This is an optimization exercise on Yosys and OpenROAD, whose aim is small area, a short achievable clock period and few clock cycles, not a production implementation.
Function was checked by simulation only, so behaviour that the tests miss may differ from the original.
Power and IR drop assume default switching activity.

==> module vt_decode, before the edit <==
module vt_decode (
	input  logic [9:0] data_in,
	output logic [4:0] recovered,
	output logic       good_syndrome
);
	wire [9:0] c = data_in;
	wire [5:0] T;
	wire s0, k1a, k1b;
	assign {k1a, s0}   = c[0] + c[2] + c[4];
	assign {k1b, T[0]} = s0 + !c[6] + c[8];
	wire s1, s2, k2a, k2b, k2c;
	assign {k2a, s1}   = c[1] + c[2] + c[5];
	assign {k2b, s2}   = c[9] + k1a + k1b;
	assign {k2c, T[1]} = s1 + s2;
	wire s3, s4, k3a, k3b, k3c;
	assign {k3a, s3}   = c[3] + c[4] + c[5];
	assign {k3b, s4}   = k2a + k2b + k2c;
	assign {k3c, T[2]} = s3 + s4;
	wire s5, s6, k4a, k4b, k4c;
	assign {k4a, s5}   = c[6] + c[7] + c[8];
	assign {k4b, s6}   = c[9] + k3a + k3b;
	assign {k4c, T[3]} = s5 + s6 + k3c;
	assign {T[5], T[4]} = k4a + k4b + k4c;
	assign recovered = {data_in[8], data_in[6], data_in[5], data_in[4], data_in[2]};
	assign good_syndrome = (T == 6'd6) || (T == 6'd27) || (T == 6'd48);
endmodule
==> module dna_vt_consensus, before the edit <==
module dna_vt_consensus (
	input  logic        clk,
	input  logic        rst_n,
	input  logic        in_valid,
	output logic        in_ready,
	input  logic [31:0] in_strand,
	input  logic [5:0]  in_len,
	input  logic        in_last,
	output logic        out_valid,
	output logic [9:0]  out_codeword,
	output logic [4:0]  out_data,
	output logic        out_syndrome_ok
);
	assign in_ready = 1'b1;
	logic        s_valid, s_last;
	logic [10:0] s_r;
	logic [5:0]  s_len;
	always_ff @(posedge clk or negedge rst_n)
		if (!rst_n) s_valid <= 1'b0;
		else        s_valid <= in_valid;
	always_ff @(posedge clk) begin
		s_last <= in_last;
		s_r    <= in_strand[10:0];
		s_len  <= in_len;
	end
	logic [9:0] c;
	hard_decoder hard (.r(s_r), .N(s_len), .c(c));
	logic       first;    
	logic [4:0] t [10];
	logic [9:0] cw_next;
	always_ff @(posedge clk or negedge rst_n)
		if (!rst_n) begin
			first     <= 1'b1;
			out_valid <= 1'b0;
		end else begin
			if (s_valid) first <= s_last;
			out_valid <= s_valid & s_last;
		end
	genvar gi;
	generate
		for (gi = 0; gi < 10; gi++) begin : cnt
			logic [4:0] b, g, tn;
			logic [4:0] p;
			logic en;
			assign b    = t[gi] | {5{first}};
			assign g    = b ^ {5{c[gi]}};
			assign en   = s_valid & (s_len > 6'(gi));
			assign p[0] = en;
			for (genvar j = 0; j < 4; j++) begin : ch
				assign p[j+1] = p[j] & g[j];
				assign tn[j]  = b[j] ^ p[j];
			end
			assign tn[4] = (b[4] & c[gi]) | (b[4] ^ p[4]);
			always_ff @(posedge clk) t[gi] <= tn;
			assign out_codeword[gi] = t[gi][4];
			assign cw_next[gi] = tn[4];
		end
	endgenerate
	logic syn_ok;
	vt_decode u_vt_decode (
		.data_in      (cw_next),
		.recovered    (),
		.good_syndrome(syn_ok)
	);
	always_ff @(posedge clk) out_syndrome_ok <= syn_ok;
	assign out_data = {out_codeword[8], out_codeword[6], out_codeword[5], out_codeword[4], out_codeword[2]};
endmodule
clock: 62.0 ns
lec_check: 0
abc_area: 1
cap_margin: 20
core_margin: 2
core_utilization: 50
cts_buf_list: sky130_fd_sc_hd__clkbuf_4 sky130_fd_sc_hd__clkbuf_8 sky130_fd_sc_hd__clkbuf_16
cts_cluster_diameter: 30
cts_cluster_size: 6
place_density: 0.6
setup_slack_margin: 3
slew_margin: 20
standard.sh (not shown) runs the stock make flow with config.mk's settings and CLKGATE_MAP_FILE= SYNTH_SCRIPT=/design/flow/synth_recipe.tcl, a recipe that flattens the netlist after the stock synthesis.
==> flow/flow/run.sh <==
#!/bin/bash
# Standard layout with two changes:
# - after the standard synthesis, the combinational logic is re-mapped for
#   area (flow/recover.sh); registers, tie cells and full-adder cells are
#   kept as synthesized, with their names and cell types;
# - the ports are buffered with buf_1 cells.
# Each tool writes its full output to its own log file in this folder.
set -euo pipefail
R=orfs/results/sky130hd/dna_vt_consensus/base
LIB=$FLOW_HOME/platforms/sky130hd/lib/sky130_fd_sc_hd__tt_025C_1v80.lib
bash standard.sh synth > synth.log 2>&1
cp $R/1_2_yosys.v synth_standard.v
# the standard synthesis's don't-use cells, as it passed them to ABC
grep -m1 -o 'abc -script.*' orfs/logs/sky130hd/dna_vt_consensus/base/1_2_yosys.log | grep -o -- '-dont_use [^ ]*' | tr '\n' ' ' > dont_use.txt
python3 flow/libmodels.py $LIB cell_models.v sky130_fd_sc_hd__fa_1,sky130_fd_sc_hd__fa_2,sky130_fd_sc_hd__fa_4 > libmodels.log 2>&1
bash flow/recover.sh synth_standard.v $R/1_2_yosys.v cell_models.v dont_use.txt > recover.log 2>&1
BUFFER_PORTS_ARGS="-buffer_cell sky130_fd_sc_hd__buf_1" bash standard.sh finish > finish.log 2>&1
Other scripts of this flow, unchanged in this note and not shown: flow/flow/area.abc, flow/flow/libmodels.py, flow/flow/recover.sh
Testbench counts at the start, summed over its fixed seeds: cycles 13,845.
Next try:
--- a/flow/design.v
+++ b/flow/design.v
@@ -207,29 +207,26 @@
 	input  logic [9:0] data_in,
 	output logic [4:0] recovered,
 	output logic       good_syndrome
 );
 	wire [9:0] c = data_in;
-	wire [5:0] T;
-	wire s0, k1a, k1b;
-	assign {k1a, s0}   = c[0] + c[2] + c[4];
-	assign {k1b, T[0]} = s0 + !c[6] + c[8];
-	wire s1, s2, k2a, k2b, k2c;
-	assign {k2a, s1}   = c[1] + c[2] + c[5];
-	assign {k2b, s2}   = c[9] + k1a + k1b;
-	assign {k2c, T[1]} = s1 + s2;
-	wire s3, s4, k3a, k3b, k3c;
-	assign {k3a, s3}   = c[3] + c[4] + c[5];
-	assign {k3b, s4}   = k2a + k2b + k2c;
-	assign {k3c, T[2]} = s3 + s4;
-	wire s5, s6, k4a, k4b, k4c;
-	assign {k4a, s5}   = c[6] + c[7] + c[8];
-	assign {k4b, s6}   = c[9] + k3a + k3b;
-	assign {k4c, T[3]} = s5 + s6 + k3c;
-	assign {T[5], T[4]} = k4a + k4b + k4c;
+	wire a0s, a0c, b0s, b0c;
+	assign {a0c, a0s} = c[0] + c[2] + c[4];
+	assign {b0c, b0s} = a0s + c[6] + c[8];
+	wire a1s, a1c, b1s, b1c, d1s, d1c;
+	assign {a1c, a1s} = c[1] + c[2] + c[5];
+	assign {b1c, b1s} = c[6] + c[9] + a0c;
+	assign {d1c, d1s} = a1s + b1s + b0c;
+	wire a2s, a2c, b2s, b2c, d2s, d2c;
+	assign {a2c, a2s} = c[3] + c[4] + c[5];
+	assign {b2c, b2s} = c[6] + a1c + b1c;
+	assign {d2c, d2s} = a2s + b2s + d1c;
+	wire [2:0] hi;
+	assign hi = 3'(a2c) + 3'(b2c) + 3'(d2c) + 3'(c[7]) + 3'(c[8]) + 3'(c[9]);
+	wire [5:0] s = {hi, d2s, d1s, b0s};
 	assign recovered = {data_in[8], data_in[6], data_in[5], data_in[4], data_in[2]};
-	assign good_syndrome = (T == 6'd6) || (T == 6'd27) || (T == 6'd48);
+	assign good_syndrome = (s == 6'd5) || (s == 6'd26) || (s == 6'd47);
 endmodule
 module dna_vt_consensus (
 	input  logic        clk,
 	input  logic        rst_n,
 	input  logic        in_valid,
@@ -269,21 +266,20 @@
 		end
 	genvar gi;
 	generate
 		for (gi = 0; gi < 10; gi++) begin : cnt
 			logic [4:0] b, g, tn;
-			logic [4:0] p;
+			logic [5:0] p;
 			logic en;
 			assign b    = t[gi] | {5{first}};
 			assign g    = b ^ {5{c[gi]}};
 			assign en   = s_valid & (s_len > 6'(gi));
-			assign p[0] = en;
-			for (genvar j = 0; j < 4; j++) begin : ch
+			assign p[0] = en & ~(c[gi] & (b == 5'b10000));
+			for (genvar j = 0; j < 5; j++) begin : ch
 				assign p[j+1] = p[j] & g[j];
 				assign tn[j]  = b[j] ^ p[j];
 			end
-			assign tn[4] = (b[4] & c[gi]) | (b[4] ^ p[4]);
 			always_ff @(posedge clk) t[gi] <= tn;
 			assign out_codeword[gi] = t[gi][4];
 			assign cw_next[gi] = tn[4];
 		end
 	endgenerate
Outcome: Critical path depth stays the same; cell area increases by 3.9%; hold slack got worse by 0.014 ns; non-clock buffer count decreases by 1; setup slack got worse by 0.014 ns; die area increases by about 3.7%; synthesized area increases by 3.8%; sequential share of layout area decreases by 1.2 points; cell count increases by about 3%; wire length increases by 4.0%; total power decreases by about 1.8%.
Testbench counts after the change, summed over its fixed seeds: cycles 13,845.

## static timing again, ports no longer ideal
Ports are ideal in the flow. The routed layouts listed here were re-timed in OpenROAD.
Step 1, drivers: a clkbuf_16 drives clk and a buf_2 each remaining input, both assumed.
Step 2 also shifts input and output timing later by t, the mid clock arrival at the registers, as if the neighbouring blocks saw the same clock.
Slacks: ideal ports / drivers / drivers and shift; pairs: ideal ports / drivers.
run	shift t [ns]	setup WS [ns]	latest minus earliest clock arrival (ns)	worst register clock-pin slew, ns
the first run	0.374	48.706 / 48.672 / 49.046	0.017 / 0.017	0.09 / 0.09
the second run	0.368	48.692 / 48.660 / 49.028	0.010 / 0.010	0.08 / 0.08
After both steps setup and hold are still met in every run listed.
